This is an optimization exercise on Yosys and OpenROAD, whose aim is small area and a short achievable clock period, not a production implementation.
Only simulation tests tie the RTL to the original design; equivalence was not proved.

==> 11-15 <==
==> flow/design.v (excerpt) <==
module  SingleCycleProcessor(DBtheRegVal, PC, DBtheReg, Instr, clk, reset);
==> module SingleCycleProcessor, before the edit <==
module  SingleCycleProcessor(DBtheRegVal, PC, DBtheReg, Instr, clk, reset);
	output  [31:0]  DBtheRegVal;
	output  [31:0]  PC;
	input   [3:0]   DBtheReg;
	input   [31:0]  Instr;
	input           clk, reset;
	reg     [31:0]  PC;
	reg     [31:0]  rf [0:14];
	reg     [14:0]  vld;
	reg     [31:0]  mem [0:7];
	reg             N, Z, C, V;
	wire    [3:0]   Rn = Instr[19:16];
	wire    [3:0]   Rd = Instr[15:12];
	wire    [3:0]   Rm = Instr[3:0];
	wire            RegWrite, MemWrite, PCSrc, MemtoReg, Branch, IsStr;
	wire            UseRegB, Sub, IsLogic, FlagNZ, FlagCV;
	wire    [1:0]   LogicOp;
	controlunit u1(.Instr(Instr), .Flags({N, Z, C, V}),
	               .RegWrite(RegWrite), .MemWrite(MemWrite), .PCSrc(PCSrc),
	               .MemtoReg(MemtoReg), .Branch(Branch), .IsStr(IsStr),
	               .UseRegB(UseRegB), .Sub(Sub), .IsLogic(IsLogic), .LogicOp(LogicOp),
	               .FlagNZ(FlagNZ), .FlagCV(FlagCV));
	wire    [28:0]  PCHiInc = PC[31:3] + 29'd1;
	wire    [31:0]  PCPlus8 = {PCHiInc, PC[2:0]};
	wire    [31:0]  PCPlus4 = PC[2] ? {PCHiInc, 1'b0, PC[1:0]} : {PC[31:3], 1'b1, PC[1:0]};
	wire    [15:0]  selA, selB, selD;
	wire            selImm = ~UseRegB & ~IsStr;
	genvar g;
	generate
		for (g = 0; g < 15; g = g + 1) begin : sel
			assign selA[g] = vld[g] & ~Branch & (Rn == g);
			assign selB[g] = vld[g] & ((IsStr & (Rd == g)) | (UseRegB & (Rm == g)));
			assign selD[g] = vld[g] & (DBtheReg == g);
		end
	endgenerate
	assign  selA[15] = Branch | (Rn == 4'd15);
	assign  selB[15] = (IsStr & (Rd == 4'd15)) | (UseRegB & (Rm == 4'd15));
	assign  selD[15] = (DBtheReg == 4'd15);
	wire    [31:0]  ExtImm;
	extend  u4(.ExtImm(ExtImm), .theData(Instr[23:0]), .ImmSrc(Instr[27:26]));
	wire    [31:0]  SrcA, SrcB, RD2;
	aor16   rda(.s(selA), .d0(rf[0]), .d1(rf[1]), .d2(rf[2]), .d3(rf[3]), .d4(rf[4]),
	            .d5(rf[5]), .d6(rf[6]), .d7(rf[7]), .d8(rf[8]), .d9(rf[9]), .d10(rf[10]),
	            .d11(rf[11]), .d12(rf[12]), .d13(rf[13]), .d14(rf[14]), .d15(PCPlus8), .y(SrcA));
	aor16   rdb(.s(selB), .d0(rf[0]), .d1(rf[1]), .d2(rf[2]), .d3(rf[3]), .d4(rf[4]),
	            .d5(rf[5]), .d6(rf[6]), .d7(rf[7]), .d8(rf[8]), .d9(rf[9]), .d10(rf[10]),
	            .d11(rf[11]), .d12(rf[12]), .d13(rf[13]), .d14(rf[14]), .d15(PCPlus8), .y(RD2));
	assign  SrcB = RD2 | (ExtImm & {32{selImm}});
	aor16   rdd(.s(selD), .d0(rf[0]), .d1(rf[1]), .d2(rf[2]), .d3(rf[3]), .d4(rf[4]),
	            .d5(rf[5]), .d6(rf[6]), .d7(rf[7]), .d8(rf[8]), .d9(rf[9]), .d10(rf[10]),
	            .d11(rf[11]), .d12(rf[12]), .d13(rf[13]), .d14(rf[14]), .d15(PCPlus8), .y(DBtheRegVal));
	wire    [31:0]  Sum, Logic;
	wire    [3:0]   ALUFlags;
	alu     u5(.Sum(Sum), .Logic(Logic), .ALUFlags(ALUFlags), .Sub(Sub),
	           .IsLogic(IsLogic), .LogicOp(LogicOp), .SrcA(SrcA), .SrcB(SrcB));
	wire    [7:0]   selM;
	msel    ms(.a(SrcA[4:0]), .b(Instr[4:0]), .sel(selM));
	wire    [31:0]  ReadData;
	aor8    rdm(.s(selM), .d0(mem[0]), .d1(mem[1]), .d2(mem[2]), .d3(mem[3]),
	            .d4(mem[4]), .d5(mem[5]), .d6(mem[6]), .d7(mem[7]), .y(ReadData));
	wire            UseSum = ~MemtoReg & ~IsLogic;
	wire    [31:0]  NotSum = MemtoReg ? ReadData : (Logic & {32{IsLogic}});
	wire    [31:0]  Result, PCNext;
	ao21x32 resw(.y(Result), .a(Sum), .s(UseSum), .b(NotSum));
	ao21x32 resp(.y(PCNext), .a(Sum), .s(UseSum & PCSrc), .b(PCSrc ? NotSum : PCPlus4));
	always @(posedge clk, posedge reset) begin
		if (reset)
			PC <= 32'b0;
		else
			PC <= PCNext;
	end
	wire    [14:0]  wen;
	generate
		for (g = 0; g < 15; g = g + 1) begin : wr
			assign wen[g] = RegWrite & (Rd == g);
			always @(posedge clk)
				if (wen[g])
					rf[g] <= Result;
		end
		for (g = 0; g < 8; g = g + 1) begin : mw
			always @(posedge clk)
				if (MemWrite & selM[g])
					mem[g] <= RD2;
		end
	endgenerate
	always @(posedge clk, posedge reset) begin
		if (reset)
			vld <= 15'b0;
		else
			vld <= vld | wen;
	end
	always @(posedge clk) begin
		if (FlagNZ) begin
			N <= ALUFlags[3];
			Z <= ALUFlags[2];
		end
		if (FlagCV) begin
			C <= ALUFlags[1];
			V <= ALUFlags[0];
		end
	end
endmodule
Settings: LEC_CHECK=0, CAP_MARGIN=20, CORE_MARGIN=2, CORE_UTILIZATION=50, SETUP_SLACK_MARGIN=5, SLEW_MARGIN=20, SYNTH_HIERARCHICAL=1, TNS_END_PERCENT=0; clock period 10.0 ns.
run.sh (not shown) runs the stock make flow with config.mk's settings and CLKGATE_MAP_FILE= SYNTH_SCRIPT=/design/flow/synth_recipe.tcl, a recipe that flattens the netlist after the stock synthesis.
==> inputs of 04-21, as changes to 11-15 <==
--- a/flow/design.v
+++ b/flow/design.v
@@ -25,15 +25,7 @@
 	wire    [31:0]  PCPlus4 = PC[2] ? {PCHiInc, 1'b0, PC[1:0]} : {PC[31:3], 1'b1, PC[1:0]};
-	wire    [15:0]  selA, selB, selD;
-	wire            selImm = ~UseRegB & ~IsStr;
 	genvar g;
-	generate
-		for (g = 0; g < 15; g = g + 1) begin : sel
-			assign selA[g] = vld[g] & ~Branch & (Rn == g);
-			assign selB[g] = vld[g] & ((IsStr & (Rd == g)) | (UseRegB & (Rm == g)));
-			assign selD[g] = vld[g] & (DBtheReg == g);
-		end
-	endgenerate
-	assign  selA[15] = Branch | (Rn == 4'd15);
-	assign  selB[15] = (IsStr & (Rd == 4'd15)) | (UseRegB & (Rm == 4'd15));
-	assign  selD[15] = (DBtheReg == 4'd15);
+	wire    [15:0]  selA, selB, selD;
+	wire            selImm;
+	controlsel  u2(.Instr(Instr), .vld(vld), .DBtheReg(DBtheReg),
+	               .selA(selA), .selB(selB), .selD(selD), .selImm(selImm));
 	wire    [31:0]  ExtImm;
@@ -44,6 +36,7 @@
 	            .d11(rf[11]), .d12(rf[12]), .d13(rf[13]), .d14(rf[14]), .d15(PCPlus8), .y(SrcA));
-	aor16   rdb(.s(selB), .d0(rf[0]), .d1(rf[1]), .d2(rf[2]), .d3(rf[3]), .d4(rf[4]),
+	aor17   rdb(.s(selB), .d0(rf[0]), .d1(rf[1]), .d2(rf[2]), .d3(rf[3]), .d4(rf[4]),
 	            .d5(rf[5]), .d6(rf[6]), .d7(rf[7]), .d8(rf[8]), .d9(rf[9]), .d10(rf[10]),
-	            .d11(rf[11]), .d12(rf[12]), .d13(rf[13]), .d14(rf[14]), .d15(PCPlus8), .y(RD2));
-	assign  SrcB = RD2 | (ExtImm & {32{selImm}});
+	            .d11(rf[11]), .d12(rf[12]), .d13(rf[13]), .d14(rf[14]), .d15(PCPlus8),
+	            .si(selImm), .di(ExtImm), .y(SrcB));
+	assign  RD2 = SrcB;
 	aor16   rdd(.s(selD), .d0(rf[0]), .d1(rf[1]), .d2(rf[2]), .d3(rf[3]), .d4(rf[4]),
@@ -160,2 +153,56 @@
 endmodule
+module controlsel(Instr, vld, DBtheReg, selA, selB, selD, selImm);
+	input   [31:0]  Instr;
+	input   [14:0]  vld;
+	input   [3:0]   DBtheReg;
+	output  [15:0]  selA, selB, selD;
+	output          selImm;
+	wire    [1:0]   Op = Instr[27:26];
+	wire            Branch  = Op[1] & ~Op[0];
+	wire            IsStr   = ~Op[1] & Op[0] & ~Instr[20];
+	wire            UseRegB = ~Op[1] & ~Op[0] & ~Instr[25];
+	assign          selImm  = ~(IsStr | UseRegB);
+	wire    [3:0]   loA, loAu, hiA, loD, hiD, loM, hiM, loX, hiX;
+	dec2q   p0(.a(Instr[17:16]), .q(~Branch), .y(loA));
+	dec2    p1(.a(Instr[17:16]), .y(loAu));
+	dec2    p2(.a(Instr[19:18]), .y(hiA));
+	dec2q   p3(.a(Instr[13:12]), .q(IsStr),   .y(loD));
+	dec2    p4(.a(Instr[15:14]), .y(hiD));
+	dec2q   p5(.a(Instr[1:0]),   .q(UseRegB), .y(loM));
+	dec2    p6(.a(Instr[3:2]), .y(hiM));
+	dec2    p7(.a(DBtheReg[1:0]), .y(loX));
+	dec2    p8(.a(DBtheReg[3:2]), .y(hiX));
+	genvar g;
+	generate
+		for (g = 0; g < 15; g = g + 1) begin : s
+			and3s  a(.y(selA[g]), .a(loA[g % 4]), .b(hiA[g / 4]), .c(vld[g]));
+			selb2  b(.y(selB[g]), .a(loD[g % 4]), .b(hiD[g / 4]), .c(loM[g % 4]), .d(hiM[g / 4]), .v(vld[g]));
+			and3s  d(.y(selD[g]), .a(loX[g % 4]), .b(hiX[g / 4]), .c(vld[g]));
+		end
+	endgenerate
+	assign  selA[15] = Branch | (loAu[3] & hiA[3]);
+	assign  selB[15] = (loD[3] & hiD[3]) | (loM[3] & hiM[3]);
+	assign  selD[15] = loX[3] & hiX[3];
+endmodule
+module dec2q(a, q, y);
+	input   [1:0]   a;
+	input           q;
+	output  [3:0]   y;
+	assign  y = {a[1] & a[0] & q, a[1] & ~a[0] & q, ~a[1] & a[0] & q, ~a[1] & ~a[0] & q};
+endmodule
+module and3s(y, a, b, c);
+	output  y;
+	input   a, b, c;
+	assign  y = a & b & c;
+endmodule
+module selb2(y, a, b, c, d, v);
+	output  y;
+	input   a, b, c, d, v;
+	assign  y = v & ((a & b) | (c & d));
+endmodule
+module dec2(a, y);
+	input   [1:0]   a;
+	output  [3:0]   y;
+	assign  y = {a[1] & a[0], a[1] & ~a[0], ~a[1] & a[0], ~a[1] & ~a[0]};
+endmodule
 module aor16(s, d0, d1, d2, d3, d4, d5, d6, d7, d8, d9, d10, d11, d12, d13, d14, d15, y);
@@ -175,2 +222,13 @@
 endmodule
+module aor17(s, d0, d1, d2, d3, d4, d5, d6, d7, d8, d9, d10, d11, d12, d13, d14, d15, si, di, y);
+	input   [15:0]  s;
+	input           si;
+	input   [31:0]  d0, d1, d2, d3, d4, d5, d6, d7, d8, d9, d10, d11, d12, d13, d14, d15, di;
+	output  [31:0]  y;
+	assign  y = ((d0  & {32{s[0]}})  | (d1  & {32{s[1]}}))  | ((d2  & {32{s[2]}})  | (d3  & {32{s[3]}}))
+	          | ((d4  & {32{s[4]}})  | (d5  & {32{s[5]}}))  | ((d6  & {32{s[6]}})  | (d7  & {32{s[7]}}))
+	          | ((d8  & {32{s[8]}})  | (d9  & {32{s[9]}}))  | ((d10 & {32{s[10]}}) | (d11 & {32{s[11]}}))
+	          | ((d12 & {32{s[12]}}) | (d13 & {32{s[13]}})) | ((d14 & {32{s[14]}}) | (d15 & {32{s[15]}}))
+	          | (di & {32{si}});
+endmodule
 module  extend(ExtImm, theData, ImmSrc);
==> inputs of 10-10, as changes to 11-15 <==
--- a/flow/design.v
+++ b/flow/design.v
@@ -25,15 +25,7 @@
 	wire    [31:0]  PCPlus4 = PC[2] ? {PCHiInc, 1'b0, PC[1:0]} : {PC[31:3], 1'b1, PC[1:0]};
-	wire    [15:0]  selA, selB, selD;
-	wire            selImm = ~UseRegB & ~IsStr;
 	genvar g;
-	generate
-		for (g = 0; g < 15; g = g + 1) begin : sel
-			assign selA[g] = vld[g] & ~Branch & (Rn == g);
-			assign selB[g] = vld[g] & ((IsStr & (Rd == g)) | (UseRegB & (Rm == g)));
-			assign selD[g] = vld[g] & (DBtheReg == g);
-		end
-	endgenerate
-	assign  selA[15] = Branch | (Rn == 4'd15);
-	assign  selB[15] = (IsStr & (Rd == 4'd15)) | (UseRegB & (Rm == 4'd15));
-	assign  selD[15] = (DBtheReg == 4'd15);
+	wire    [15:0]  selA, selB, selD;
+	wire            selImm;
+	controlsel  u2(.Instr(Instr), .vld(vld), .DBtheReg(DBtheReg),
+	               .selA(selA), .selB(selB), .selD(selD), .selImm(selImm));
 	wire    [31:0]  ExtImm;
@@ -44,6 +36,7 @@
 	            .d11(rf[11]), .d12(rf[12]), .d13(rf[13]), .d14(rf[14]), .d15(PCPlus8), .y(SrcA));
-	aor16   rdb(.s(selB), .d0(rf[0]), .d1(rf[1]), .d2(rf[2]), .d3(rf[3]), .d4(rf[4]),
+	aor17   rdb(.s(selB), .d0(rf[0]), .d1(rf[1]), .d2(rf[2]), .d3(rf[3]), .d4(rf[4]),
 	            .d5(rf[5]), .d6(rf[6]), .d7(rf[7]), .d8(rf[8]), .d9(rf[9]), .d10(rf[10]),
-	            .d11(rf[11]), .d12(rf[12]), .d13(rf[13]), .d14(rf[14]), .d15(PCPlus8), .y(RD2));
-	assign  SrcB = RD2 | (ExtImm & {32{selImm}});
+	            .d11(rf[11]), .d12(rf[12]), .d13(rf[13]), .d14(rf[14]), .d15(PCPlus8),
+	            .si(selImm), .di(ExtImm), .y(SrcB));
+	assign  RD2 = SrcB;
 	aor16   rdd(.s(selD), .d0(rf[0]), .d1(rf[1]), .d2(rf[2]), .d3(rf[3]), .d4(rf[4]),
@@ -160,2 +153,56 @@
 endmodule
+module controlsel(Instr, vld, DBtheReg, selA, selB, selD, selImm);
+	input   [31:0]  Instr;
+	input   [14:0]  vld;
+	input   [3:0]   DBtheReg;
+	output  [15:0]  selA, selB, selD;
+	output          selImm;
+	wire    [1:0]   Op = Instr[27:26];
+	wire            Branch  = Op[1] & ~Op[0];
+	wire            IsStr   = ~Op[1] & Op[0] & ~Instr[20];
+	wire            UseRegB = ~Op[1] & ~Op[0] & ~Instr[25];
+	assign          selImm  = ~(IsStr | UseRegB);
+	wire    [3:0]   loA, loAu, hiA, loD, hiD, loM, hiM, loX, hiX;
+	dec2q   p0(.a(Instr[17:16]), .q(~Branch), .y(loA));
+	dec2    p1(.a(Instr[17:16]), .y(loAu));
+	dec2    p2(.a(Instr[19:18]), .y(hiA));
+	dec2q   p3(.a(Instr[13:12]), .q(IsStr),   .y(loD));
+	dec2    p4(.a(Instr[15:14]), .y(hiD));
+	dec2q   p5(.a(Instr[1:0]),   .q(UseRegB), .y(loM));
+	dec2    p6(.a(Instr[3:2]), .y(hiM));
+	dec2    p7(.a(DBtheReg[1:0]), .y(loX));
+	dec2    p8(.a(DBtheReg[3:2]), .y(hiX));
+	genvar g;
+	generate
+		for (g = 0; g < 15; g = g + 1) begin : s
+			and3s  a(.y(selA[g]), .a(loA[g % 4]), .b(hiA[g / 4]), .c(vld[g]));
+			selb2  b(.y(selB[g]), .a(loD[g % 4]), .b(hiD[g / 4]), .c(loM[g % 4]), .d(hiM[g / 4]), .v(vld[g]));
+			and3s  d(.y(selD[g]), .a(loX[g % 4]), .b(hiX[g / 4]), .c(vld[g]));
+		end
+	endgenerate
+	assign  selA[15] = Branch | (loAu[3] & hiA[3]);
+	assign  selB[15] = (loD[3] & hiD[3]) | (loM[3] & hiM[3]);
+	assign  selD[15] = loX[3] & hiX[3];
+endmodule
+module dec2q(a, q, y);
+	input   [1:0]   a;
+	input           q;
+	output  [3:0]   y;
+	assign  y = {a[1] & a[0] & q, a[1] & ~a[0] & q, ~a[1] & a[0] & q, ~a[1] & ~a[0] & q};
+endmodule
+module and3s(y, a, b, c);
+	output  y;
+	input   a, b, c;
+	assign  y = a & b & c;
+endmodule
+module selb2(y, a, b, c, d, v);
+	output  y;
+	input   a, b, c, d, v;
+	assign  y = v & ((a & b) | (c & d));
+endmodule
+module dec2(a, y);
+	input   [1:0]   a;
+	output  [3:0]   y;
+	assign  y = {a[1] & a[0], a[1] & ~a[0], ~a[1] & a[0], ~a[1] & ~a[0]};
+endmodule
 module aor16(s, d0, d1, d2, d3, d4, d5, d6, d7, d8, d9, d10, d11, d12, d13, d14, d15, y);
@@ -175,2 +222,13 @@
 endmodule
+module aor17(s, d0, d1, d2, d3, d4, d5, d6, d7, d8, d9, d10, d11, d12, d13, d14, d15, si, di, y);
+	input   [15:0]  s;
+	input           si;
+	input   [31:0]  d0, d1, d2, d3, d4, d5, d6, d7, d8, d9, d10, d11, d12, d13, d14, d15, di;
+	output  [31:0]  y;
+	assign  y = ((d0  & {32{s[0]}})  | (d1  & {32{s[1]}}))  | ((d2  & {32{s[2]}})  | (d3  & {32{s[3]}}))
+	          | ((d4  & {32{s[4]}})  | (d5  & {32{s[5]}}))  | ((d6  & {32{s[6]}})  | (d7  & {32{s[7]}}))
+	          | ((d8  & {32{s[8]}})  | (d9  & {32{s[9]}}))  | ((d10 & {32{s[10]}}) | (d11 & {32{s[11]}}))
+	          | ((d12 & {32{s[12]}}) | (d13 & {32{s[13]}})) | ((d14 & {32{s[14]}}) | (d15 & {32{s[15]}}))
+	          | (di & {32{si}});
+endmodule
 module  extend(ExtImm, theData, ImmSrc);
==> flow/flow/run.sh (new file) <==
#!/bin/bash
# The standard layout, with plain buffers (sky130_fd_sc_hd__buf_2) on the
# ports instead of the resizer's default choice (a delay cell).
set -o pipefail
cp standard.sh standard_copy.sh.txt 2>/dev/null
export BUFFER_PORTS_ARGS="-buffer_cell sky130_fd_sc_hd__buf_2"
bash standard.sh > standard_flow.log 2>&1
==> flow/standard.sh (new file) <==
#!/bin/bash
# synth_recipe.tcl (not shown) runs the flow's synth.tcl, then flattens the netlist and writes it again
# the make line also repeats each setting of config.mk as NAME=value (left out here)
make -C /OpenROAD-flow-scripts/flow DESIGN_CONFIG=/design/flow/config.mk WORK_HOME=/design/flow/orfs CLKGATE_MAP_FILE= SYNTH_SCRIPT=/design/flow/synth_recipe.tcl "${@:-finish}"
removed: flow/run.sh
==> notes <==
Between 10-10 and 11-15, the lower synthesized cell count is in 11-15 (gap 0.40%, measured against 11-15). Against 04-21, the area after synthesis of 11-15 is larger by 0.27%. Cell count, highest first: 11-15, 04-21, 10-10. Against 10-10, the global-route usage of 11-15 is lower by 1.6 points. Of 11-15 and 04-21, 11-15 has the higher cell area (gap about 1%, measured against 04-21).

## re-timing with driven ports
No port has a modelled driver above. Below, the same layouts with a new extraction and two added sets of constraints.
Step 1, drivers: a clkbuf_16 drives clk and a buf_2 each remaining input, both assumed.
Step 2 times the ports against the registers' clock, not the clock port: input delays grow and output delays shrink by t, the midpoint of the rising clock arrivals with the driver on.
a / b / c = no drivers / after step 1 / after step 2; a / b = the first two.
run	shift t [ns]	slack for setup (ns)	clock arrival spread, ns
11-15	0.760	3.683 / 3.733 / 2.973	0.049 / 0.048
04-21	0.736	3.712 / 3.728 / 3.014	0.043 / 0.043
10-10	0.750	3.872 / 3.769 / 3.019	0.049 / 0.049
After both steps setup and hold are still met in every run listed. For 10-10, which loses most, drivers alone change the setup slack by -0.103 ns; drivers and shift together by -0.853 ns.
